From an optimization exercise on the open Yosys and OpenROAD flow, aimed at a short achievable clock period and few clock cycles; shortcuts taken in it are not production practice.
Function was checked by simulation only, so behaviour that the tests miss may differ from the original.
Power and IR drop assume default switching activity.

`flow/run.sh`:
```
#!/bin/bash
# synth_recipe.tcl (not shown) runs the flow's synth.tcl, then flattens the netlist and writes it again
# the make line also repeats each setting of config.mk as NAME=value (left out here)
make -C /OpenROAD-flow-scripts/flow DESIGN_CONFIG=/design/flow/config.mk WORK_HOME=/design/flow/orfs CLKGATE_MAP_FILE= SYNTH_SCRIPT=/design/flow/synth_recipe.tcl finish
```
`flow/config.mk`:
```
export PLATFORM = sky130hd
export DESIGN_NAME = opc6cpu
export DESIGN_NICKNAME = opc6cpu
export VERILOG_FILES = /design/flow/design.v
export SDC_FILE = /design/flow/constraint.sdc
export NUM_CORES = 4
export LEC_CHECK = 0
export CAP_MARGIN = 20
export CORE_MARGIN = 2
export CORE_UTILIZATION = 40
export SLEW_MARGIN = 20
```
`flow/constraint.sdc`:
```
create_clock -name core_clock -period 8.0 [get_ports {clk}]
set_input_delay 1.6000 -clock core_clock [delete_from_list [all_inputs] [get_ports {clk}]]
set_output_delay 1.6000 -clock core_clock [all_outputs]
set_load 0.01 [all_outputs]
```
`flow/design.v`:
```
module opc6cpu(
    input[15:0] din,             
    input clk,                  
    input reset_b,              
    input[1:0] int_b,            
    input clken,                 
    output vpa,
    output vda,
    output vio,
    output[15:0] dout,           
    output[15:0] address,        
    output rnw);                 
    parameter MOV=5'h0,AND=5'h1,OR=5'h2,XOR=5'h3,ADD=5'h4,ADC=5'h5,STO=5'h6,LD=5'h7,ROR=5'h8,JSR=5'h9,SUB=5'hA,SBC=5'hB,INC=5'hC,LSR=5'hD,DEC=5'hE,ASR=5'hF;
    parameter HLT=5'h10,BSWP=5'h11,PPSR=5'h12,GPSR=5'h13,RTI=5'h14,NOT=5'h15,OUT=5'h16,IN=5'h17,PUSH=5'h18,POP=5'h19,CMP=5'h1A,CMPC=5'h1B;    
    parameter FET0=3'h0,FET1=3'h1,EAD=3'h2,RDM=3'h3,EXEC=3'h4,WRM=3'h5,INT=3'h6;     
    parameter EI=3,S=2,C=1,Z=0,IRLEN=12,IRLD=16,IRSTO=17,IRNPRED=18,IRWBK=19,INT_VECTOR0=16'h0002,INT_VECTOR1=16'h0004;
    parameter P0=15,P1=14,P2=13;     
    reg [15:0] OR_q;            
    reg [15:0] PC_q;             
    reg [15:0] PCI_q;           
    reg [15:0] result;           
    reg [19:0] IR_q;            
    reg [15:0] RF_q[15:0];       
    reg [2:0]  FSM_q;            
    reg [3:0]  swiid;            
    reg [3:0]  PSRI_q;           
    reg [7:0]  PSR_q ;           
    reg        zero,carry,sign,enable_int;       
    reg        reset_s0_b,reset_s1_b,pred_q;    
    wire [4:0]  op            = {IR_q[IRNPRED],IR_q[11:8]};          
    wire [4:0]  op_d          = { (din[15:13]==3'b001),din[11:8] };  
    wire        pred_d        = (din[15:13]==3'b001) || (din[P2] ^ (din[P1] ? (din[P0] ? sign : zero): (din[P0] ? carry : 1)));  
    wire        pred_din      = (din[15:13]==3'b001) || (din[P2] ^ (din[P1] ? (din[P0] ? PSR_q[S]:PSR_q[Z]):(din[P0] ? PSR_q[C]:1)));  
    wire [15:0] RF_w_p2       = (IR_q[7:4]==4'hF) ? PC_q: {16{(IR_q[7:4]!=4'h0)}} & RF_q[IR_q[7:4]];                           
    wire [15:0] RF_dout       = (IR_q[3:0]==4'hF) ? PC_q: {16{(IR_q[3:0]!=4'h0)}} & RF_q[IR_q[3:0]];                           
    wire [15:0] operand       = (IR_q[IRLEN]||IR_q[IRLD]||(op==INC)||(op==DEC)||(IR_q[IRWBK]))?OR_q:RF_w_p2;      
    assign rnw                = !(FSM_q==WRM);
    assign dout               = RF_w_p2;
    assign address            = (FSM_q==WRM||FSM_q==RDM)? ((op==POP)? RF_dout: OR_q)  : PC_q;
    assign vpa                = (FSM_q==FET0)||(FSM_q==FET1)||(FSM_q==EXEC);             
    assign vda                = ((FSM_q==RDM)||(FSM_q==WRM)) & !((op==IN)||(op==OUT));   
    assign vio                = ((FSM_q==RDM)||(FSM_q==WRM)) & ((op==IN)||(op==OUT));    
    always @( * ) begin
        case (op)
            AND,OR               :{carry,result} = {PSR_q[C],(IR_q[8])?(RF_dout & operand):(RF_dout | operand)};
            ADD,ADC,INC          :{carry,result} = RF_dout + operand + (IR_q[8] & PSR_q[C]);
            SUB,SBC,CMP,CMPC,DEC :{carry,result} = RF_dout + (operand ^ 16'hFFFF) + ((IR_q[8])?PSR_q[C]:1);
            XOR,GPSR             :{carry,result} = (IR_q[IRNPRED])?{PSR_q[C],8'b0,PSR_q}:{PSR_q[C],RF_dout ^ operand};
            NOT,BSWP             :{result,carry} = (IR_q[10])? {~operand,PSR_q[C]} : {operand[7:0],operand[15:8],PSR_q[C]};
            ROR,ASR,LSR          :{result,carry} = {(IR_q[10]==0)?PSR_q[C]:(IR_q[8]==1)?operand[15]:1'b0,operand};
            default              :{carry,result} = {PSR_q[C],operand} ;  
        endcase  
        {swiid,enable_int,sign,carry,zero} = (op==PPSR)?operand[7:0]:(IR_q[3:0]!=4'hF)?{PSR_q[7:3],result[15],carry,!(|result)}:PSR_q;
    end  
    always @(posedge clk)
        if (clken) begin
            {reset_s0_b,reset_s1_b,pred_q} <= {reset_b,reset_s0_b,(FSM_q==FET0)?pred_din:pred_d};
            if (!reset_s1_b)
                {PC_q,PCI_q,PSRI_q,PSR_q,FSM_q} <= 0;
            else begin
                case (FSM_q)
                    FET0   : FSM_q <= (din[IRLEN]) ? FET1 : (!pred_din) ? FET0 : ((din[11:8]==LD)||(din[11:8]==STO)||(op_d==PUSH)||(op_d==POP)) ? EAD : EXEC;
                    FET1   : FSM_q <= (!pred_q )? FET0: ((IR_q[3:0]!=0) || (IR_q[IRLD]) || IR_q[IRSTO])?EAD:EXEC;
                    EAD    : FSM_q <= (IR_q[IRLD]) ? RDM : (IR_q[IRSTO]) ? WRM : EXEC;
                    EXEC   : FSM_q <= ((!(&int_b) & PSR_q[EI])||((op==PPSR) && (|swiid)))?INT:((IR_q[3:0]==4'hF)||(op==JSR))?FET0:
                                      (din[IRLEN]) ? FET1 : (!pred_d) ? FET0 : ((din[11:8]==LD)||(din[11:8]==STO)||(op_d==POP)||(op_d==PUSH))?EAD:EXEC;
                    WRM    : FSM_q <= (!(&int_b) & PSR_q[EI])?INT:FET0;
                    default: FSM_q <= (FSM_q==RDM)? EXEC : FET0;   
                endcase  
                OR_q <= ((FSM_q==FET0)||(FSM_q==EXEC))?({16{op_d==PUSH}}^({12'b0,(op_d==DEC)||(op_d==INC)?din[7:4]:{3'b0,(op_d==POP)}})):(FSM_q==EAD)?RF_w_p2+OR_q:din;
                if ( FSM_q == INT )
                    {PC_q,PCI_q,PSRI_q,PSR_q[EI]} <= {(!int_b[1])?INT_VECTOR1:INT_VECTOR0,PC_q,PSR_q[3:0],1'b0}; 
                else if ((FSM_q==FET0)||(FSM_q==FET1)) 
                    PC_q  <= PC_q + 1;
                else if ( FSM_q == EXEC) begin
                    PC_q <= (op==RTI)?PCI_q: ((IR_q[3:0]==4'hF)||(op==JSR))?result:(((!(&int_b)) && PSR_q[EI])||((op==PPSR)&&(|swiid)))?PC_q:PC_q + 1;
                    PSR_q <= (op==RTI)?{4'b0,PSRI_q}:{swiid,enable_int,sign,carry,zero};  
                end
                if (((FSM_q==EXEC) && !((op==CMP)||(op==CMPC))) || (((FSM_q==WRM)||(FSM_q==RDM)) && IR_q[IRWBK]))
                    RF_q[IR_q[3:0]] <= (op==JSR)? PC_q : result ;
                if ((FSM_q==FET0)||(FSM_q==EXEC))
                    IR_q <= {(op_d==PUSH)||(op_d==POP),(din[15:13]==3'b001),(din[11:8]==STO)||(op_d==PUSH),(din[11:8]==LD)||(op_d==POP),din};
                else if ((FSM_q==EAD && (IR_q[IRLD]||IR_q[IRSTO]))||(FSM_q==RDM))
                    IR_q[7:0] <= {IR_q[3:0],IR_q[7:4]};  
            end 
        end
endmodule
```
==> notes.md <==
* Status: finished clean
* DRC at 0
* CTS Sinks at 347
* Final Max Tran Viols at 0
* CP Capture Type: flop
* CTS max path bufs at 3
* DP Worst Slack at 1.33 ns
* Crit path cell chain: and4_1, buf_4, nor4b_4, buf_4, a22oi_1, nand3_1, nor2_1, nor2_1, inv_1, fa_1, fa_1, nor2b_1, o2111ai_1, and3_1, nand3_1, o211ai_1, a21oi_1, a2bb2oi_1, nand4b_1, or4b_1, o31a_1, mux2i_1, nand3_1, a21oi_1
* Initial Util at 0.403
* P_leak at 8.63 nW
* Worst path slowest cell: fa_1
* Seq/Total Area, Yosys at 0.479
* Pin count of the biggest net entering global routing at 60
* Mapped Nets at 1892
* Avg Inst Size Synth at 12.0 sq um
* Mapped Area at 21600 sq um
* Crit path depth at 24
* Setup TNS Final at 0 ns
* Crit Path Max Fanout at 19
* Reg2Reg Capture Point: FSM_q[2]
* Routed Antenna Nets at 0
* Synth warn at 1
* Fillcell total at 4935
* Critical path class: flop to flop
* Post-Synthesis Cells at 1803
* Storage cell area at 10300 sq um
* Die area at 55900 sq um
* Worst R2R Start: IR_q[4]
* Root buffer cell: clkbuf_16
* IO Pins at 57
* Least-Margin Pin Slew at 1.20 ns
* WL/cell at 29.1 um
* Share of layout cells above drive strength 1 at 0.158
* MaxCap Viol Count at 0
* Vias per cell at 6.43
* Post-route cell area at 24300 sq um
* Crit path to: FSM_q[2]
* Setup Buffers After CTS at 0
* # hold bufs at CTS at 0
* Area of the core at 53600 sq um
* Pwr/cell area at 208 nW/um^2
* Seq cells post-synth at 347
* RSZ-0062 raised after global routing: false
* Fin nets at 1932
* Dpl cell area at 23100 sq um
* Router iterations before antenna repair at 6
* Final worst path period share at 0.848
* CP Buf/Inv Count at 3
* Startpoint types: flop
* Clk latency of the worst-skew pair at 0.58 ns
* Routability cong. at 0.948
* Final hold slack at 0.423 ns
* Final setup viols at 0
* Critical Path Max Stage Delay at 0.49 ns
* Crit path top cell by count: nand3_1
* Required @ worst endpoint at 8.42 ns
* CP Launch Point: IR_q[4]
* Min setup slack post-route at 1.22 ns
* Reg2reg setup slack at 1.22 ns
* Gr busiest metal: met2
* Reg clk slew, reported paths at 0.06 ns
* Slew HR at 0.195
* End-of-flow core utilization at 0.453
* Detailed placement HPWL at 52.6 mm
* Post-route clock skew at 0.0296 ns
* Tmin final at 6.78 ns
* Die width at 236 um
* Chip height at 236 um
* Worst vdd ir at 163 uV
* Cts bufs inserted at 40
* First-pass GRT wire length at 109 mm
* CP arrival at 7.20 ns
* Met3 global-route usage at 0.0417
* Overall Power at 5.06 mW
* Routing usage on met2 at 0.416
* Port Buffers at 56
* Max Fclk at 147 MHz
* Row cnt at 85
* DRT iter0 DRCs at 1958
* Initial antenna violation count at 2
* Synth Flop Type: edfxtp_1
* DRT Wirelength at 74.5 mm
* Cells on Worst Hold Path at 0
* Ys async rst share at 0
* CTS tree: yes
* Post-CTS Resized at 0
* Post-synth EDFFs at 339
* Final hold violation count at 0
* Vias in the first global route at 15901
* Vias at 16498
* Layout area overhead at 12.4%
* Dpl cells at 2497
* Cell family with most CP delay: simple AND/OR/NAND/NOR gates
* Finished Layout Cells at 2565
* Worst Hold Class: flop to flop
* Synth cell types at 92
* Worst r2r path cells at 24
* Global route overflow at 0
* Met1 Usage GRT at 0.348
* Multi-input gate area at 10500 sq um
* Gr usage total at 0.263
* H-tree depth at 2
power by group:
group	switching, mW	leakage, nW	internal, mW
clock	0.749	0.549	0.916
sequential	0.0812	3.18	2.10
combinational	0.737	4.90	0.474
logic make-up (layout without fill, tap and decap cells):
group / Yosys count / count (layout) / synth area share
xor gates and xnor gates: 42 / 42 / 0.0170
and+or+nand+nor: 489 / 489 / 0.112
DFF: 347 / 347 / 0.479
adders and majority gates: 68 / 68 / 0.0411
muxes: 213 / 213 / 0.168
other: 0 / 2 / 0
buffers and inverters: 202 / 266 / 0.0404
AOI/OAI and AO/OA: 442 / 442 / 0.143
synth_stat cells (8+ instances only):
cell | number | area share
and2_1 | 35 | 0.010
inv_1 | 65 | 0.011
nor3_1 | 25 | 0.0058
a21oi_1 | 83 | 0.019
o21a_1 | 8 | 0.0028
edfxtp_1 | 339 | 0.47
o211ai_1 | 17 | 0.0059
xnor2_1 | 31 | 0.013
o22ai_1 | 17 | 0.0049
a221o_1 | 18 | 0.0083
mux4_1 | 17 | 0.021
a221oi_1 | 15 | 0.0061
a22oi_1 | 71 | 0.025
buf_1 | 11 | 0.0019
mux2i_1 | 83 | 0.038
mux2_2 | 18 | 0.0094
nor2_1 | 115 | 0.020
xor2_1 | 11 | 0.0045
dfxtp_1 | 8 | 0.0074
a21o_1 | 9 | 0.0031
nor2b_1 | 11 | 0.0032
o21ai_0 | 86 | 0.020
mux4_2 | 95 | 0.099
nor4_1 | 15 | 0.0043
ha_1 | 63 | 0.037
nand3_1 | 39 | 0.0090
nand2b_1 | 21 | 0.0061
or3_1 | 10 | 0.0029
clkbuf_1 | 92 | 0.016
nand2_1 | 158 | 0.027
buf_2 | 20 | 0.0046
o221ai_1 | 16 | 0.0065
a31oi_1 | 10 | 0.0029
a22o_1 | 15 | 0.0061
o21bai_1 | 11 | 0.0038
and3_1 | 16 | 0.0046
state kept, by name, indices dropped and copies added, names as in the netlist, named ones only:
name,flops
RF_q,256
IR_q,17
OR_q,16
PCI_q,16
PC_q,16
PSR_q,8
PSRI_q,4
FSM_q,3
pred_q,1
reset_s0_b,1
reset_s1_b,1
area by class of cell:
type / instances / area share
sequential: 347 / 0.426
antenna: 2 / 0.000206
timing repair buffer: 133 / 0.0479
clock inverter: 19 / 0.00515
tap: 696 / 0.0359
clock buffer: 47 / 0.0423
inverter: 67 / 0.0104
multi-input combinational: 1254 / 0.432
per-layer routing:
metal  wire, um  part of all wire  vias to the layer above
met3       6070             0.081                      198
met5          0                 0                        -
li1           -                 -                     7128
met4       4360             0.058                        0
met2      34500              0.46                      900
met1      29600              0.40                     8272
worst min path at each step:
| stage | to | start |
|---|---|---|
| 2_1_floorplan | reset_s1_b | reset_s0_b |
| 3_3_place_gp | reset_s1_b | reset_s0_b |
| 3_5_place_dp | reset_s1_b | reset_s0_b |
| 4_1_cts | reset_s1_b | reset_s0_b |
| 5_1_grt | reset_s1_b | reset_s0_b |
| 6_report | reset_s1_b | reset_s0_b |
layout by cell type (no fill, tap or decap), types with 17 or more instances in the layout:
master | netlist | routed
a21oi_1 | 83 | 81
nand2b_1 | 21 | 21
nor2_1 | 115 | 102
o211ai_1 | 17 | 17
inv_1 | 65 | 65
o21ai_0 | 86 | 86
mux2i_1 | 83 | 83
xnor2_1 | 31 | 31
a221o_1 | 18 | 18
nor3_1 | 25 | 19
clkbuf_16 | 0 | 40
and2_1 | 35 | 34
nand3_1 | 39 | 39
clkdlybuf4s50_1 | 0 | 56
ha_1 | 63 | 63
a22oi_1 | 71 | 71
buf_4 | 5 | 75
nand2_1 | 158 | 158
mux2_2 | 18 | 18
mux4_2 | 95 | 95
edfxtp_1 | 339 | 339
mux4_1 | 17 | 17
o22ai_1 | 17 | 17
Testbench counts, summed over its fixed seeds: cycles 160,398.

==> separate check: timing with driven ports <==
No port has a modelled driver above. Below, the same layout with a new extraction and two added sets of constraints. Step 1 assumes that a clkbuf_16 drives the clock port and a buf_2 every other input. Step 2 adds t to the input delays and takes it off the output delays; t is the mean of the earliest and latest rising clock arrival at the registers after step 1. Input paths then give back, and output paths get back, about the clock's delay inside the block. Slacks: no drivers / after step 1 / after step 2; pairs: no drivers / after step 1.
t (ns): 0.620
slack for setup (ns): 1.220 / 1.220 / 1.220
hold WS [ns]: 0.423 / 0.423 / 0.423
clock arrival spread, ns: 0.030 / 0.030
worst data-port slew with drivers (ns): 0.04
After both steps this run still meets setup and hold. For this run, drivers alone change the setup slack by 0.000 ns; drivers and shift together by 0.000 ns.
